Context: an optimization exercise on an open-source flow, tuned for small area. The choices shown serve that exercise and are no tape-out recipe. Only simulation tests tie the RTL to the original design; equivalence was not proved. No activity file was given, so power comes from the tool's default toggle rates.

==> inputs of 04-02 <==
==> flow/design.v <==
module game2048_core(clk, reset, start, direction, board, endstatus, state);
	input clk, reset, start;
	input [3:0] direction;              
	output [63:0] board;                
	output [1:0] endstatus;             
	output [2:0] state;
	localparam INIT = 3'b101, INIT2 = 3'b001, WAIT = 3'b011, MOVE = 3'b010, END = 3'b000;
	reg [63:0] b;
	reg [2:0] st;
	reg [3:0] cnt;
	reg [1:0] dir;
	assign board = b;
	assign state = st;
	wire clr = reset | start;
	wire mv = (st == MOVE);
	function [3:0] tile(input [63:0] x, input integer r, input integer c);
		tile = x[63 - 16 * r - 4 * c -: 4];
	endfunction
	wire gl = ~mv | (dir == 2'd0);
	wire gr = mv & (dir == 2'd1);
	wire gd = mv & (dir == 2'd2);
	wire gu = mv & (dir == 2'd3);
	wire [15:0] lin [0:3];
	wire [15:0] lout [0:3];
	wire [2:0] leq [0:3];
	wire [3:0] lfull;
	genvar u, p, r, c;
	generate for (u = 0; u < 4; u = u + 1) begin : g_u
		for (p = 0; p < 4; p = p + 1) begin : g_p
			assign lin[u][15 - 4 * p -: 4] =
				({4{gl}} & tile(b, u, p)) | ({4{gr}} & tile(b, 3 - u, 3 - p)) |
				({4{gu}} & tile(b, p, u)) | ({4{gd}} & tile(b, 3 - p, 3 - u));
		end
		line u_line(.i(lin[u]), .hold(~mv), .o(lout[u]), .eq(leq[u]), .full(lfull[u]));
	end endgenerate
	wire sl = ~clr & gl, sr = ~clr & gr, sd = ~clr & gd, su = ~clr & gu;
	wire [3:0] nt [0:15];
	generate for (r = 0; r < 4; r = r + 1) begin : g_r
		for (c = 0; c < 4; c = c + 1) begin : g_c
			assign nt[4 * r + c] =
				({4{sl}} & lout[r][15 - 4 * c -: 4]) | ({4{sr}} & lout[3 - r][15 - 4 * (3 - c) -: 4]) |
				({4{su}} & lout[c][15 - 4 * r -: 4]) | ({4{sd}} & lout[3 - c][15 - 4 * (3 - r) -: 4]);
		end
	end endgenerate
	wire go = mv & ~clr;
	reg [15:0] e, dec, put;
	reg hit, seen;
	integer i;
	always @(*) begin
		for (i = 0; i < 16; i = i + 1) begin
			e[i] = ~|nt[i];
			dec[i] = (cnt == i);
		end
		hit = |(e & dec);
		seen = 1'b0;
		for (i = 0; i < 16; i = i + 1) begin
			put[i] = go & e[i] & (dec[i] | (~hit & ~seen));
			seen = seen | e[i];
		end
	end
	reg [15:0] op;
	always @(*) begin
		op = 16'd0;
		if (cnt == 4'd0) begin op[4] = 1'b1; op[6] = 1'b1; end
		else if (cnt > 4'd12) begin op[4] = 1'b1; op[14] = 1'b1; end
		else if (cnt > 4'd10) begin op[7] = 1'b1; op[13] = 1'b1; end
		else if (cnt > 4'd6) begin op[0] = 1'b1; op[15] = 1'b1; end
		else if (cnt > 4'd4) begin op[8] = 1'b1; op[11] = 1'b1; end
		else if (cnt > 4'd2) begin op[1] = 1'b1; op[3] = 1'b1; end
		else begin op[7] = 1'b1; op[9] = 1'b1; end
	end
	wire ini = (st == INIT2) & ~clr;
	wire [63:0] nb;
	genvar k;
	generate for (k = 0; k < 16; k = k + 1) begin : g_nb
		assign nb[63 - 4 * k -: 4] = {nt[k][3:1], nt[k][0] | put[k] | (ini & op[k])};
	end endgenerate
	reg win, pair;
	always @(*) begin
		win = 1'b0;
		pair = 1'b0;
		for (i = 0; i < 16; i = i + 1)
			win = win | (b[63 - 4 * i] & b[61 - 4 * i] & b[60 - 4 * i]);
		for (i = 0; i < 12; i = i + 1)
			pair = pair | (b[63 - 4 * i -: 4] == b[47 - 4 * i -: 4]);
		for (i = 0; i < 4; i = i + 1)
			pair = pair | (|leq[i]);
	end
	assign endstatus = mv ? 2'b00 : win ? 2'b01 : ((&lfull) & ~pair) ? 2'b10 : 2'b00;
	always @(posedge clk) begin
		cnt <= reset ? 4'd0 : cnt + 4'd1;
		dir[0] <= (direction == 4'b0010) | (direction == 4'b1000);
		dir[1] <= (direction == 4'b0100) | (direction == 4'b1000);
		b <= nb;
		if (clr)
			st <= INIT;
		else case (st)
			INIT: st <= INIT2;
			INIT2: st <= WAIT;
			WAIT: st <= (endstatus != 2'b00) ? END : (direction != 4'b0000) ? MOVE : WAIT;
			MOVE: st <= WAIT;
			END: st <= END;
			default: st <= INIT;
		endcase
	end
endmodule
module line(i, hold, o, eq, full);
	input [15:0] i;
	input hold;
	output [15:0] o;
	output [2:0] eq;
	output full;
	function [3:0] inc(input [3:0] x, input c);
		inc = {x[3] | (c & x[2] & x[1] & x[0]), x[2] ^ (c & x[1] & x[0]), x[1] ^ (c & x[0]), x[0] ^ c};
	endfunction
	wire [3:0] a0 = i[15:12], a1 = i[11:8], a2 = i[7:4], a3 = i[3:0];
	wire z0 = |a0, z1 = |a1, z2 = |a2, z3 = |a3;
	wire y1 = hold | z1, y2 = hold | z2;
	wire [3:0] s1 = y1 ? a1 : y2 ? a2 : a3;
	wire [3:0] s2 = y2 ? a2 : a3;
	wire E0 = a0 == s1, E1 = a1 == s2, E2 = a2 == a3;
	assign eq = {E0, E1, E2};
	assign full = z0 & z1 & z2 & z3;
	wire h0 = ~hold & z0 & E0;
	wire h1 = ~hold & z1 & ~h0 & E1;
	wire c2 = (h0 & ~z1) | h1;
	wire h2 = ~hold & z2 & ~c2 & E2;
	wire k0 = hold | z0;
	wire k1 = hold | (z1 & ~h0);
	wire k2 = hold | (z2 & ~c2);
	wire k3 = ~((h0 & ~z1 & ~z2) | (h1 & ~z2) | h2);
	wire [3:0] v0 = inc(a0, h0), v1 = inc(a1, h1), v2 = inc(a2, h2), v3 = a3;
	wire [1:0] p1 = k0, p2 = k0 + k1, p3 = k0 + k1 + k2;
	wire [3:0] o0 = v0 | ({4{~k0}} & v1) | ({4{~k0 & ~k1}} & v2) | ({4{~k0 & ~k1 & ~k2}} & v3);
	wire [3:0] o1 = ({4{k1 & p1 == 1}} & v1) | ({4{k2 & p2 == 1}} & v2) | ({4{k3 & p3 == 1}} & v3);
	wire [3:0] o2 = ({4{k2 & p2 == 2}} & v2) | ({4{k3 & p3 == 2}} & v3);
	wire [3:0] o3 = {4{k3 & p3 == 3}} & v3;
	assign o = {o0, o1, o2, o3};
endmodule
==> flow/flow/run.sh <==
#!/bin/bash
# Layout flow: the standard synthesis with an area-oriented ABC script
# (flow/synth.tcl, flow/area.abc), then the standard flow's own layout (standard.sh)
# from the synthesised netlist to finish, with buf_1 cells as the port
# buffers and a clock tree of clkbuf_8 cells. Each tool's output goes to a log
# file in the work folder.
set -euo pipefail
W=$(pwd)
export MY_ABC_SCRIPT="$W/flow/area.abc"
# every port still gets its own buffer, a buf_1 (the output load is 0.01 pF)
export BUFFER_PORTS_ARGS="-buffer_cell sky130_fd_sc_hd__buf_1"
# clock tree of clkbuf_8 cells, without dummy loads
export CTS_ARGS="-sink_clustering_enable -repair_clock_nets -buf_list sky130_fd_sc_hd__clkbuf_8 -root_buf sky130_fd_sc_hd__clkbuf_8 -dont_use_dummy_load"
make -C "$FLOW_HOME" DESIGN_CONFIG="$W/config.mk" WORK_HOME="$W/orfs" CLKGATE_MAP_FILE= \
  SYNTH_SCRIPT="$W/flow/synth.tcl" synth > "$W/synth.log" 2>&1
bash "$W/standard.sh" > "$W/layout.log" 2>&1
==> flow/flow/area.abc <==
strash; &get -n; &fraig -x; &put; scorr; dc2; dc2; dc2; strash; &get -n; &dch -f; &put; amap -F 20 -A 50 -C 1000; topo
==> flow/flow/synth.tcl <==
# The standard synthesis script (synth_recipe.tcl), except that ABC maps
# the logic with flow/area.abc (an area-oriented script using amap) instead
# of ORFS's script. Every other ABC argument (liberty, dont_use cells,
# constraints) is kept, and the registers are mapped before ABC runs, so they
# are the standard synthesis's.
proc synth {args} { yosys synth -nofsm -noshare {*}$args }
proc abc {args} {
  set out {}
  set skip 0
  foreach a $args {
    if {$skip} { set skip 0; continue }
    if {$a eq "-script"} { set skip 1; continue }
    lappend out $a
  }
  yosys abc -script $::env(MY_ABC_SCRIPT) {*}$out
}
source $::env(SCRIPTS_DIR)/synth.tcl
# left out here: clear keep_hierarchy, flatten, clean up, hide names made inside functions, write 1_2_yosys.v
==> flow/standard.sh <==
#!/bin/bash
# synth_recipe.tcl (not shown) runs the flow's synth.tcl, then flattens the netlist and writes it again
# the make line also repeats each setting of config.mk as NAME=value (left out here)
make -C /OpenROAD-flow-scripts/flow DESIGN_CONFIG=/design/flow/config.mk WORK_HOME=/design/flow/orfs CLKGATE_MAP_FILE= SYNTH_SCRIPT=/design/flow/synth_recipe.tcl "${@:-finish}"
==> flow/config.mk <==
export PLATFORM = sky130hd
export DESIGN_NAME = game2048_core
export DESIGN_NICKNAME = game2048_core
export VERILOG_FILES = /design/flow/design.v
export SDC_FILE = /design/flow/constraint.sdc
export NUM_CORES = 4
export LEC_CHECK = 0
export ABC_AREA = 1
export CAP_MARGIN = 20
export CORE_MARGIN = 2
export CORE_UTILIZATION = 45
export GPL_TIMING_DRIVEN = 0
export SLEW_MARGIN = 20
==> flow/constraint.sdc <==
create_clock -name core_clock -period 12.0 [get_ports {clk}]
set_input_delay 2.4000 -clock core_clock [delete_from_list [all_inputs] [get_ports {clk}]]
set_output_delay 2.4000 -clock core_clock [all_outputs]
set_load 0.01 [all_outputs]
==> 10-28 (differences from 04-02) <==
--- a/flow/design.v
+++ b/flow/design.v
@@ -90,3 +90,3 @@
 	always @(posedge clk) begin
-		cnt <= reset ? 4'd0 : cnt + 4'd1;
+		cnt <= reset ? 4'd0 : {cnt[3] ^ (&cnt[2:0]), cnt[2] ^ (&cnt[1:0]), cnt[1] ^ cnt[0], ~cnt[0]};
 		dir[0] <= (direction == 4'b0010) | (direction == 4'b1000);
@@ -132,7 +132,8 @@
 	wire [3:0] v0 = inc(a0, h0), v1 = inc(a1, h1), v2 = inc(a2, h2), v3 = a3;
-	wire [1:0] p1 = k0, p2 = k0 + k1, p3 = k0 + k1 + k2;
+	wire b2o = k0 ^ k1, b2t = k0 & k1;
+	wire b3o = (b2o & ~k2) | (~k0 & ~k1 & k2), b3t = (b2t & ~k2) | (b2o & k2), b3h = b2t & k2;
 	wire [3:0] o0 = v0 | ({4{~k0}} & v1) | ({4{~k0 & ~k1}} & v2) | ({4{~k0 & ~k1 & ~k2}} & v3);
-	wire [3:0] o1 = ({4{k1 & p1 == 1}} & v1) | ({4{k2 & p2 == 1}} & v2) | ({4{k3 & p3 == 1}} & v3);
-	wire [3:0] o2 = ({4{k2 & p2 == 2}} & v2) | ({4{k3 & p3 == 2}} & v3);
-	wire [3:0] o3 = {4{k3 & p3 == 3}} & v3;
+	wire [3:0] o1 = ({4{k1 & k0}} & v1) | ({4{k2 & b2o}} & v2) | ({4{k3 & b3o}} & v3);
+	wire [3:0] o2 = ({4{k2 & b2t}} & v2) | ({4{k3 & b3t}} & v3);
+	wire [3:0] o3 = {4{k3 & b3h}} & v3;
 	assign o = {o0, o1, o2, o3};
--- a/flow/flow/run.sh
+++ b/flow/flow/run.sh
@@ -13,4 +13,5 @@
 export CTS_ARGS="-sink_clustering_enable -repair_clock_nets -buf_list sky130_fd_sc_hd__clkbuf_8 -root_buf sky130_fd_sc_hd__clkbuf_8 -dont_use_dummy_load"
+# ADDER_MAP_FILE is left empty so that ABC maps the adders' logic too
 make -C "$FLOW_HOME" DESIGN_CONFIG="$W/config.mk" WORK_HOME="$W/orfs" CLKGATE_MAP_FILE= \
-  SYNTH_SCRIPT="$W/flow/synth.tcl" synth > "$W/synth.log" 2>&1
+  ADDER_MAP_FILE= SYNTH_SCRIPT="$W/flow/synth.tcl" synth > "$W/synth.log" 2>&1
 bash "$W/standard.sh" > "$W/layout.log" 2>&1
==> flow/flow/area.abc (replaced) <==
strash; &get -n; &fraig -x; &put; scorr; dc2; dc2; dc2; strash; &get -n; &dch -f; &put; amap -F 20 -A 50 -C 1000; topo; strash; dch -f; amap -F 20 -A 50 -C 1000; topo
Settings changed: CORE_UTILIZATION 45 to 40, GPL_TIMING_DRIVEN 0 to not set.
==> 09-06 (differences from 04-02) <==
Settings changed: GPL_TIMING_DRIVEN 0 to not set.
==> summary.txt <==
Sequential power is about the same in 04-02 and 09-06. The lowest critical path depth belongs to 04-02, the highest to 09-06. First-iteration DRC count: 04-02 < 10-28 < 09-06. In clock-buffer cell count, 04-02 and 10-28 do not differ. Utilization, highest first: 04-02, 09-06, 10-28. The lowest non-clock buffer count belongs to 04-02, the highest to 10-28. Synthesized cell count is the same in 04-02 and 09-06. Of 04-02 and 10-28, 04-02 has the higher area after synthesis (gap 3.8%, measured against 10-28). Sequential cell count is the same in 09-06 and 04-02. Routed wire length: 04-02 < 09-06 < 10-28. The highest clock skew belongs to 04-02, the lowest to 10-28.
==> figures <==
item	09-06	04-02	10-28
Status	no timing/DRC/antenna violations	no timing/DRC/antenna violations	no timing/DRC/antenna violations
Met2 routed WL	15,600 um	14,800 um	16,600 um
All-Layer GR Usage	41.9%	40.2%	41.7%
Combinational cell fraction of total power	7.3%	7.4%	7.2%
Worst R2R Start	st[1]	dir[1]	st[2]
Worst path buffer plus inverter count	10	6	7
Crit-path max cell delay	0.53 ns	0.69 ns	0.81 ns
Total number of vias	10,476	10,301	10,491
Fraction of layout instances using a drive strength above 1	3.61%	5.02%	3.80%
Count of distinct cell types in the synthesized netlist	44	44	41
Share of total power in the clock network	36.2%	35.6%	35.0%
Clk power	0.159 mW	0.155 mW	0.150 mW
Worst hold slack across all endpoints	0.535 ns	0.506 ns	0.449 ns
Tap Cells	216	216	225
Compound-gate portion of the synthesized area	43.4%	43.4%	44.3%
Multi-input combinational cell count	852	852	864
Sw frac	26.9%	26.4%	25.4%
Core area	16,000 um^2	16,000 um^2	17,400 um^2
Max frequency	0.0889 GHz	0.0862 GHz	0.0887 GHz
Net count after synthesis	1,150	1,150	1,129
Final cell count without fillers	1,436	1,430	1,463
Met2 Usage GRT	61.2%	58.6%	61.4%
Multi-input gate share of the layout cell area	63.7%	64.6%	61.9%

separate check: timing with driven ports:
The results above use ideal ports. As a check the final layouts listed here were re-extracted and re-timed, cells and wires unchanged.
Step 1 sets driving cells, clkbuf_16 on the clock port and buf_2 on the other inputs (assumed; they add their load-dependent delay and slew).
Step 2 adds t to the input delays and takes it off the output delays; t is the mean of the earliest and latest rising clock arrival at the registers after step 1. Input paths then give back, and output paths get back, about the clock's delay inside the block.
Three values: no drivers, after step 1, after step 2; two values: the first two.
run	t, ns	setup WS [ns]	worst setup path at the end	clock arrival spread, ns
04-02	0.402	0.405 / 0.405 / 0.405	register to register	0.025 / 0.024
10-28	0.382	0.728 / 0.728 / 0.728	register to register	0.019 / 0.020
09-06	0.410	0.755 / 0.755 / 0.755	register to register	0.021 / 0.021
After both steps setup and hold are still met in every run listed.
